Context: an optimization exercise on an open-source flow, tuned for small area and a short achievable clock period. The choices shown serve that exercise and are no tape-out recipe.
The RTL was checked by simulation tests, not by an equivalence proof against the original design.
Power and IR drop assume default switching activity.

## the baseline
==> module mips, before the edit <==
module mips(
    input  wire        clk, reset,
    output wire [31:0] pc,
    input  wire [31:0] instruction,
    output wire        mem_write,
    output wire [31:0] writeData,
    input  wire [31:0] readData,
    output wire [31:0] Result
);
wire [5:0]  op  = instruction[31:26];
wire [5:0]  fn  = instruction[5:0];
wire [4:0]  ra1 = instruction[25:21];
wire [4:0]  ra2 = instruction[20:16];
wire [4:0]  rd  = instruction[15:11];
wire [15:0] imm = instruction[15:0];
wire is_r    = ~op[5] & ~op[3] & ~op[2] & ~op[1];    
wire is_beq  = ~op[5] & ~op[3] &  op[2];             
wire is_j    = ~op[5] & ~op[3] & ~op[2] &  op[1];    
wire is_jal  = is_j & op[0];                         
wire is_lw   =  op[5] & ~op[3];                      
wire is_sw   =  op[5] &  op[3];                      
wire is_iop  = ~op[5] &  op[3];                      
wire is_addi = is_iop & ~op[2];                      
wire is_ori  = is_iop &  op[2] & ~op[1];             
wire is_lui  = is_iop &  op[1];                      
wire is_alur = is_r & fn[5];                         
wire is_jr   = is_r & ~fn[5];                        
reg  [31:0] rf [1:31];
wire [31:0] rs_v, rt_v, rs_a, rt_a;
wire [32*31-1:0] rf_flat;
genvar g;
generate
    for (g = 1; g < 32; g = g + 1) begin : flat
        assign rf_flat[32*(g-1) +: 32] = rf[g];
    end
endgenerate
rport p1 (.ra(ra1), .d(rf_flat), .y(rs_v), .ya(rs_a));
rport p2 (.ra(ra2), .d(rf_flat), .y(rt_v), .ya(rt_a));
integer i;
wire [31:0] immx = is_r ? 32'd4 : {{16{imm[15]}}, imm};
wire [31:0] addr;
wire        aco;
ks32 #(.HAS_CIN(0)) aadd (.a(rs_a), .b(immx), .cin(1'b0), .s(addr), .co(aco));
wire        sub  = fn[1];                            
wire [31:0] bx   = rt_v ^ {32{sub}};
wire [31:0] sum;
wire        cout, pall;
ks32 #(.HAS_CIN(1)) add (.a(rs_v), .b(bx), .cin(sub), .s(sum), .co(cout));
eq32 cmp (.a(rs_v), .b(rt_v), .y(pall));
wire        ltu  = ~cout;
wire [31:0] lb  = is_ori ? {16'd0, imm} : rt_v;
wire s_sum  = is_alur & ~fn[2] & ~fn[3];            
wire s_and  = is_alur & fn[2] & ~fn[0];
wire s_or   = (is_alur & fn[2] & fn[0]) | is_ori;
wire s_slt  = is_alur & fn[3];
wire [31:0] wd = (addr & {32{is_addi}})
               | (sum & {32{s_sum}})
               | ((rs_v & rt_v) & {32{s_and}})
               | ((rs_v | lb) & {32{s_or}})
               | {31'd0, ltu & s_slt}
               | ({imm, 16'd0} & {32{is_lui}})
               | (readData & {32{is_lw}})
               | (pc & {32{is_jal}});
wire       we = is_alur | is_iop | is_lw | is_jal;
wire [4:0] wa = is_jal ? 5'd31 : is_r ? rd : ra2;
always @(posedge clk)
    for (i = 1; i < 32; i = i + 1)
        if (we && wa == i) rf[i] <= wd;
reg  [31:0] pc_q;
wire [29:0] pc4   = pc_q[31:2] + 30'd1;
wire [29:0] pcbr  = pc4 + {{14{imm[15]}}, imm};
wire        taken = is_beq & pall;
wire [31:0] pc_next = is_j  ? {pc4[29:26], instruction[25:0], 2'b00}
                    : is_jr ? addr
                    : taken ? {pcbr, 2'b00}
                    :         {pc4, 2'b00};
always @(posedge clk, posedge reset)
    if (reset) pc_q <= 32'd0;
    else       pc_q <= pc_next;
assign pc        = pc_q;
assign mem_write = is_sw;
assign writeData = rt_a;
assign Result    = addr;
endmodule
==> module rport, before the edit <==
module rport(input wire [4:0] ra, input wire [32*31-1:0] d, output wire [31:0] y, ya);
wire [4:0] ran;
wire [3:0] lo_n;
wire [7:0] hi_n;
wire [31:1] sel, selh;
genvar i, k;
generate
    for (i = 0; i < 5; i = i + 1) begin : iv
        c_inv u (.a(ra[i]), .y(ran[i]));
    end
    for (i = 0; i < 4; i = i + 1) begin : lo
        c_nand2 u (.a(i[0] ? ra[0] : ran[0]), .b(i[1] ? ra[1] : ran[1]), .y(lo_n[i]));
    end
    for (i = 0; i < 8; i = i + 1) begin : hi
        c_nand3 u (.a(i[0] ? ra[2] : ran[2]), .b(i[1] ? ra[3] : ran[3]),
                   .c(i[2] ? ra[4] : ran[4]), .y(hi_n[i]));
    end
    for (i = 1; i < 32; i = i + 1) begin : sl
        c_nor2 ul (.a(lo_n[i % 4]), .b(hi_n[i / 4]), .y(sel[i]));
        c_nor2 uh (.a(lo_n[i % 4]), .b(hi_n[i / 4]), .y(selh[i]));
    end
    for (k = 0; k < 32; k = k + 1) begin : bt
        wire [3:0]  q;    
        wire [1:0]  r;    
        for (i = 0; i < 3; i = i + 1) begin : g8
            aor8 u (.d({d[32*(8*i+7)+k], d[32*(8*i+6)+k], d[32*(8*i+5)+k], d[32*(8*i+4)+k],
                        d[32*(8*i+3)+k], d[32*(8*i+2)+k], d[32*(8*i+1)+k], d[32*(8*i)+k]}),
                    .s(k < 16 ? sel[8*i+8:8*i+1] : selh[8*i+8:8*i+1]), .y(q[i]));
        end
        aor7 u3 (.d({d[32*30+k], d[32*29+k], d[32*28+k], d[32*27+k], d[32*26+k], d[32*25+k], d[32*24+k]}),
                 .s(k < 16 ? sel[31:25] : selh[31:25]), .y(q[3]));
        c_nor2  u16a (.a(q[0]), .b(q[1]), .y(r[0]));
        c_nor2  u16b (.a(q[2]), .b(q[3]), .y(r[1]));
        c_nand2 uo   (.a(r[0]), .b(r[1]), .y(y[k]));
        c_nand2 uoa  (.a(r[0]), .b(r[1]), .y(ya[k]));
    end
endgenerate
endmodule
Settings: LEC_CHECK=0, CAP_MARGIN=20, CORE_MARGIN=2, CORE_UTILIZATION=40, CTS_CLUSTER_DIAMETER=80, CTS_CLUSTER_SIZE=24, SETUP_SLACK_MARGIN=3.5, SLEW_MARGIN=20, SYNTH_HIERARCHICAL=1, SYNTH_MINIMUM_KEEP_SIZE=0; clock period 10.0 ns.
standard.sh (not shown) runs the stock make flow with config.mk's settings and CLKGATE_MAP_FILE= SYNTH_SCRIPT=/design/flow/synth_recipe.tcl, a recipe that flattens the netlist after the stock synthesis.
==> flow/flow/run.sh <==
#!/bin/bash
# The standard layout (standard synthesis unchanged), with two changes:
# the resizer may swap cells of any footprint, and ports get small buffers
# that the resizer upsizes where timing needs it. make's full output goes to make.log;
# every step's own log stays under orfs/logs.
set -euo pipefail
bash standard.sh MATCH_CELL_FOOTPRINT=0 \
    "BUFFER_PORTS_ARGS=-buffer_cell sky130_fd_sc_hd__buf_1" finish > make.log 2>&1
Setup changes, the baseline to the candidate
diff --git a/flow/design.v b/flow/design.v
--- a/flow/design.v
+++ b/flow/design.v
@@ -102,7 +102,7 @@
 wire is_alur = is_r & fn[5];                         
 wire is_jr   = is_r & ~fn[5];                        
 reg  [31:0] rf [1:31];
-wire [31:0] rs_v, rt_v, rs_a, rt_a;
+wire [31:0] rs_v, rt_v;
 wire [32*31-1:0] rf_flat;
 genvar g;
 generate
@@ -110,13 +110,13 @@
         assign rf_flat[32*(g-1) +: 32] = rf[g];
     end
 endgenerate
-rport p1 (.ra(ra1), .d(rf_flat), .y(rs_v), .ya(rs_a));
-rport p2 (.ra(ra2), .d(rf_flat), .y(rt_v), .ya(rt_a));
+rport p1 (.ra(ra1), .d(rf_flat), .y(rs_v));
+rport p2 (.ra(ra2), .d(rf_flat), .y(rt_v));
 integer i;
 wire [31:0] immx = is_r ? 32'd4 : {{16{imm[15]}}, imm};
 wire [31:0] addr;
 wire        aco;
-ks32 #(.HAS_CIN(0)) aadd (.a(rs_a), .b(immx), .cin(1'b0), .s(addr), .co(aco));
+ks32 #(.HAS_CIN(0)) aadd (.a(rs_v), .b(immx), .cin(1'b0), .s(addr), .co(aco));
 wire        sub  = fn[1];                            
 wire [31:0] bx   = rt_v ^ {32{sub}};
 wire [31:0] sum;
@@ -155,7 +155,7 @@
     else       pc_q <= pc_next;
 assign pc        = pc_q;
 assign mem_write = is_sw;
-assign writeData = rt_a;
+assign writeData = rt_v;
 assign Result    = addr;
 endmodule
 module c_inv   (input wire a, output wire y); assign y = ~a; endmodule
@@ -168,11 +168,11 @@
 module c_a21oi (input wire a1, a2, b1, output wire y); assign y = ~((a1 & a2) | b1); endmodule
 module c_o21ai (input wire a1, a2, b1, output wire y); assign y = ~((a1 | a2) & b1); endmodule
 module c_majn  (input wire a, b, c, output wire y); assign y = ~((a & b) | (c & (a | b))); endmodule
-module rport(input wire [4:0] ra, input wire [32*31-1:0] d, output wire [31:0] y, ya);
+module rport(input wire [4:0] ra, input wire [32*31-1:0] d, output wire [31:0] y);
 wire [4:0] ran;
 wire [3:0] lo_n;
 wire [7:0] hi_n;
-wire [31:1] sel, selh;
+wire [31:0] sel;
 genvar i, k;
 generate
     for (i = 0; i < 5; i = i + 1) begin : iv
@@ -185,9 +185,9 @@
         c_nand3 u (.a(i[0] ? ra[2] : ran[2]), .b(i[1] ? ra[3] : ran[3]),
                    .c(i[2] ? ra[4] : ran[4]), .y(hi_n[i]));
     end
+    assign sel[0] = 1'b0;
     for (i = 1; i < 32; i = i + 1) begin : sl
-        c_nor2 ul (.a(lo_n[i % 4]), .b(hi_n[i / 4]), .y(sel[i]));
-        c_nor2 uh (.a(lo_n[i % 4]), .b(hi_n[i / 4]), .y(selh[i]));
+        c_nor2 u (.a(lo_n[i % 4]), .b(hi_n[i / 4]), .y(sel[i]));
     end
     for (k = 0; k < 32; k = k + 1) begin : bt
         wire [3:0]  q;    
@@ -195,14 +195,13 @@
         for (i = 0; i < 3; i = i + 1) begin : g8
             aor8 u (.d({d[32*(8*i+7)+k], d[32*(8*i+6)+k], d[32*(8*i+5)+k], d[32*(8*i+4)+k],
                         d[32*(8*i+3)+k], d[32*(8*i+2)+k], d[32*(8*i+1)+k], d[32*(8*i)+k]}),
-                    .s(k < 16 ? sel[8*i+8:8*i+1] : selh[8*i+8:8*i+1]), .y(q[i]));
+                    .s(sel[8*i+8:8*i+1]), .y(q[i]));
         end
         aor7 u3 (.d({d[32*30+k], d[32*29+k], d[32*28+k], d[32*27+k], d[32*26+k], d[32*25+k], d[32*24+k]}),
-                 .s(k < 16 ? sel[31:25] : selh[31:25]), .y(q[3]));
+                 .s(sel[31:25]), .y(q[3]));
         c_nor2  u16a (.a(q[0]), .b(q[1]), .y(r[0]));
         c_nor2  u16b (.a(q[2]), .b(q[3]), .y(r[1]));
         c_nand2 uo   (.a(r[0]), .b(r[1]), .y(y[k]));
-        c_nand2 uoa  (.a(r[0]), .b(r[1]), .y(ya[k]));
     end
 endgenerate
 endmodule
Notes after the runs:
Total half-perimeter wirelength after legalization and detailed placement: higher on the candidate. Re setup slack of the critical path after layout: the baseline was higher than the candidate. The baseline vs the candidate, worst setup path endpoint: Result[30] vs Result[21]. Note that the weighted congestion reported at the end of routability-driven placement recorded for the candidate amounts to 1.05 times the value seen in the baseline. Switching power as a share of total power for the candidate is higher than for the baseline. The candidate vs the baseline, clock skew went down by 0.027 ns. Comparing the candidate and the baseline, final area is higher on the candidate. Taking the baseline as the reference, in the candidate overall fraction of global-route tracks in use went up, synthesized cell count went down, total length of routed met3 wires went up. Relative to the baseline, internal power decreased by 0.67% in the candidate. Total detailed-routing wirelength went up by a few percent going from the baseline to the candidate. Post-route total power across the candidate and the baseline: no real change. Compare the candidate and the baseline | clock-buffer cell count higher: the baseline.

-- static timing again, ports no longer ideal --
Ports are ideal in the flow. The routed layouts listed here were re-timed in OpenROAD.
Step 1, drivers: a clkbuf_16 drives clk and a buf_2 each remaining input, both assumed.
Step 2 also shifts input and output timing later by t, the mid clock arrival at the registers, as if the neighbouring blocks saw the same clock.
a / b / c = ideal / step 1 / step 2; a / b = the first two.
run | t (ns) | setup slack, ns | worst hold slack (ns) | worst setup path at the end
the baseline | 0.798 | 2.832 / 2.763 / 2.763 | 0.808 / 0.808 / 0.808 | input to output
the candidate | 0.770 | 2.798 / 2.739 / 2.739 | 0.775 / 0.775 / 0.775 | input to output
After both steps setup and hold are still met in every run listed. The setup slack of the baseline, which loses most, moves by -0.069 ns with the drivers and by -0.069 ns with both steps.
